What follows belongs to an exercise in optimizing a design on an open flow for small area; a production flow would make more cautious choices.
Only simulation tests tie the RTL to the original design; equivalence was not proved.
No driver is modelled on the clock port, so clock power and skew are understated where the tree is cut down; a real chip needs a root buffer or a tree.

// Watch
module Watch (CLK_IN, RST, N_F, S_HM, DISPLAY, DISPLAY_EN1, DISPLAY_EN2, DISPLAY_EN3, DISPLAY_EN4);
input 			CLK_IN;
input 			S_HM;
input 			N_F;
input 			RST;
output [6:0] 	DISPLAY;
output 		 	DISPLAY_EN1;
output 		 	DISPLAY_EN2;
output 		 	DISPLAY_EN3;
output 		 	DISPLAY_EN4;
wire tick_1hz, tick_fast, even, ref_tick;
wire [3:0] s0, m0, h0;
wire [2:0] s1, m1;
wire [1:0] h1;
Prescaler pr1 (.clk_in(CLK_IN), .rst(RST), .tick_1Hz(tick_1hz), .tick_c(tick_fast), .even(even));
Refresh rf1 (.CLK_IN(CLK_IN), .RST(RST), .even(even), .tick(ref_tick));
Timekeeper tk1 (.CLK_IN(CLK_IN), .RST(RST), .tick(N_F ? tick_1hz : tick_fast),
	.s0(s0), .s1(s1), .m0(m0), .m1(m1), .h0(h0), .h1(h1));
Mux_Display mx2 (.CLK_IN(CLK_IN), .RST(RST), .EN(ref_tick), .S_HM(S_HM),
	.s0(s0), .s1(s1), .m0(m0), .m1(m1), .h0(h0), .h1(h1),
	.DISPLAY(DISPLAY), .EN_1(DISPLAY_EN1), .EN_2(DISPLAY_EN2), .EN_3(DISPLAY_EN3), .EN_4(DISPLAY_EN4));
endmodule
For scale: about 49 flip-flops, roughly 2000 sq um of cells after synthesis.
clock: 10.0 ns
lec_check: 0
abc_area: 1
cap_margin: 20
core_margin: 2
core_utilization: 40
gpl_timing_driven: 0
place_density: 0.6
slew_margin: 20
standard.sh (not shown) runs the stock make flow with config.mk's settings and CLKGATE_MAP_FILE= SYNTH_SCRIPT=/design/flow/synth_recipe.tcl, a recipe that flattens the netlist after the stock synthesis.
==> flow/flow/run.sh <==
#!/bin/bash
set -euo pipefail
here=$(pwd)
rm -rf "$here/scripts_area"
cp -r "$FLOW_HOME/scripts" "$here/scripts_area"
cp "$here/flow/abc_area.script" "$here/scripts_area/abc_area.script"
bash standard.sh SCRIPTS_DIR="$here/scripts_area" ADDER_MAP_FILE= synth > "$here/synth.log" 2>&1
knobs=(BUFFER_PORTS_ARGS="-buffer_cell sky130_fd_sc_hd__buf_1" CTS_ARGS="$(cat "$here/flow/cts_args")")
bash standard.sh "${knobs[@]}" cts > "$here/layout_to_cts.log" 2>&1
res="$here/orfs/results/$FLOW_PLATFORM/Watch/base"
IN_DB="$res/4_cts.odb" OUT_DB="$res/4_cts_unrooted.odb" CLK_PORT=CLK_IN \
  openroad -no_init -exit "$here/flow/unroot.tcl" > "$here/unroot.log" 2>&1
mv "$res/4_cts_unrooted.odb" "$res/4_cts.odb"
bash standard.sh "${knobs[@]}" > "$here/layout_from_cts.log" 2>&1
==> flow/flow/abc_area.script <==
strash
dch -f
map -a
mfs2
amap
topo
==> flow/flow/cts_args <==
-sink_clustering_enable -repair_clock_nets -dont_use_dummy_load -buf_list sky130_fd_sc_hd__clkbuf_8
==> flow/flow/unroot.tcl <==
read_db $::env(IN_DB)
set block [ord::get_db_block]
set clk [$block findNet $::env(CLK_PORT)]
set loads {}
foreach it [$clk getITerms] { lappend loads $it }
if {[llength $loads] != 1} { puts "UNROOT: clock port has [llength $loads] loads, left as is"; write_db $::env(OUT_DB); exit }
set root [[lindex $loads 0] getInst]
set master [[$root getMaster] getName]
if {![string match "*clkbuf*" $master]} { puts "UNROOT: root is $master, left as is"; write_db $::env(OUT_DB); exit }
set out_net ""
foreach it [$root getITerms] {
  if {[$it isOutputSignal]} { set out_net [$it getNet] }
}
set leaves {}
foreach it [$out_net getITerms] {
  if {[$it getInst] != $root} { lappend leaves $it }
}
set ok 1
foreach it $leaves {
  if {![string match "*clkbuf*" [[[$it getInst] getMaster] getName]]} { set ok 0 }
}
if {!$ok || [llength $leaves] > 4} { puts "UNROOT: [llength $leaves] loads after the root, left as is"; write_db $::env(OUT_DB); exit }
foreach it $leaves {
  $it disconnect
  $it connect $clk
}
puts "UNROOT: removed root [$root getName] ($master), [llength $leaves] leaf buffers on the clock port"
odb::dbInst_destroy $root
odb::dbNet_destroy $out_net
write_db $::env(OUT_DB)
The first run completed without violations.
Next try:
- GPL_TIMING_DRIVEN: 0 -> unset
After rerunning: The changed run completed with no timing, DRC or antenna violations; fmax is higher by about 2%; critical path depth rose by 1; worst hold slack loses 3.4 ps; via count hardly moves; clock skew drops by 13 ps; worst setup slack gets better by 96 ps; clock-buffer cell count stays the same.

[port drivers added, routing unchanged]
In the flow no input, the clock included, has a driving cell. The finished layouts below were timed again as built, in two steps. Step 1 sets driving cells, clkbuf_16 on the clock port and buf_2 on the other inputs (assumed; they add their load-dependent delay and slew). Step 2 also shifts input and output timing later by t, the mid clock arrival at the registers, as if the neighbouring blocks saw the same clock. Three values: no drivers, after step 1, after step 2; two values: the first two.
run	t, ns	setup WS [ns]	worst data-port slew with drivers (ns)
the first run	0.192	5.165 / 5.196 / 5.005	0.04
the second run	0.189	5.260 / 5.289 / 5.100	0.04
After both steps setup and hold are still met in every run listed.
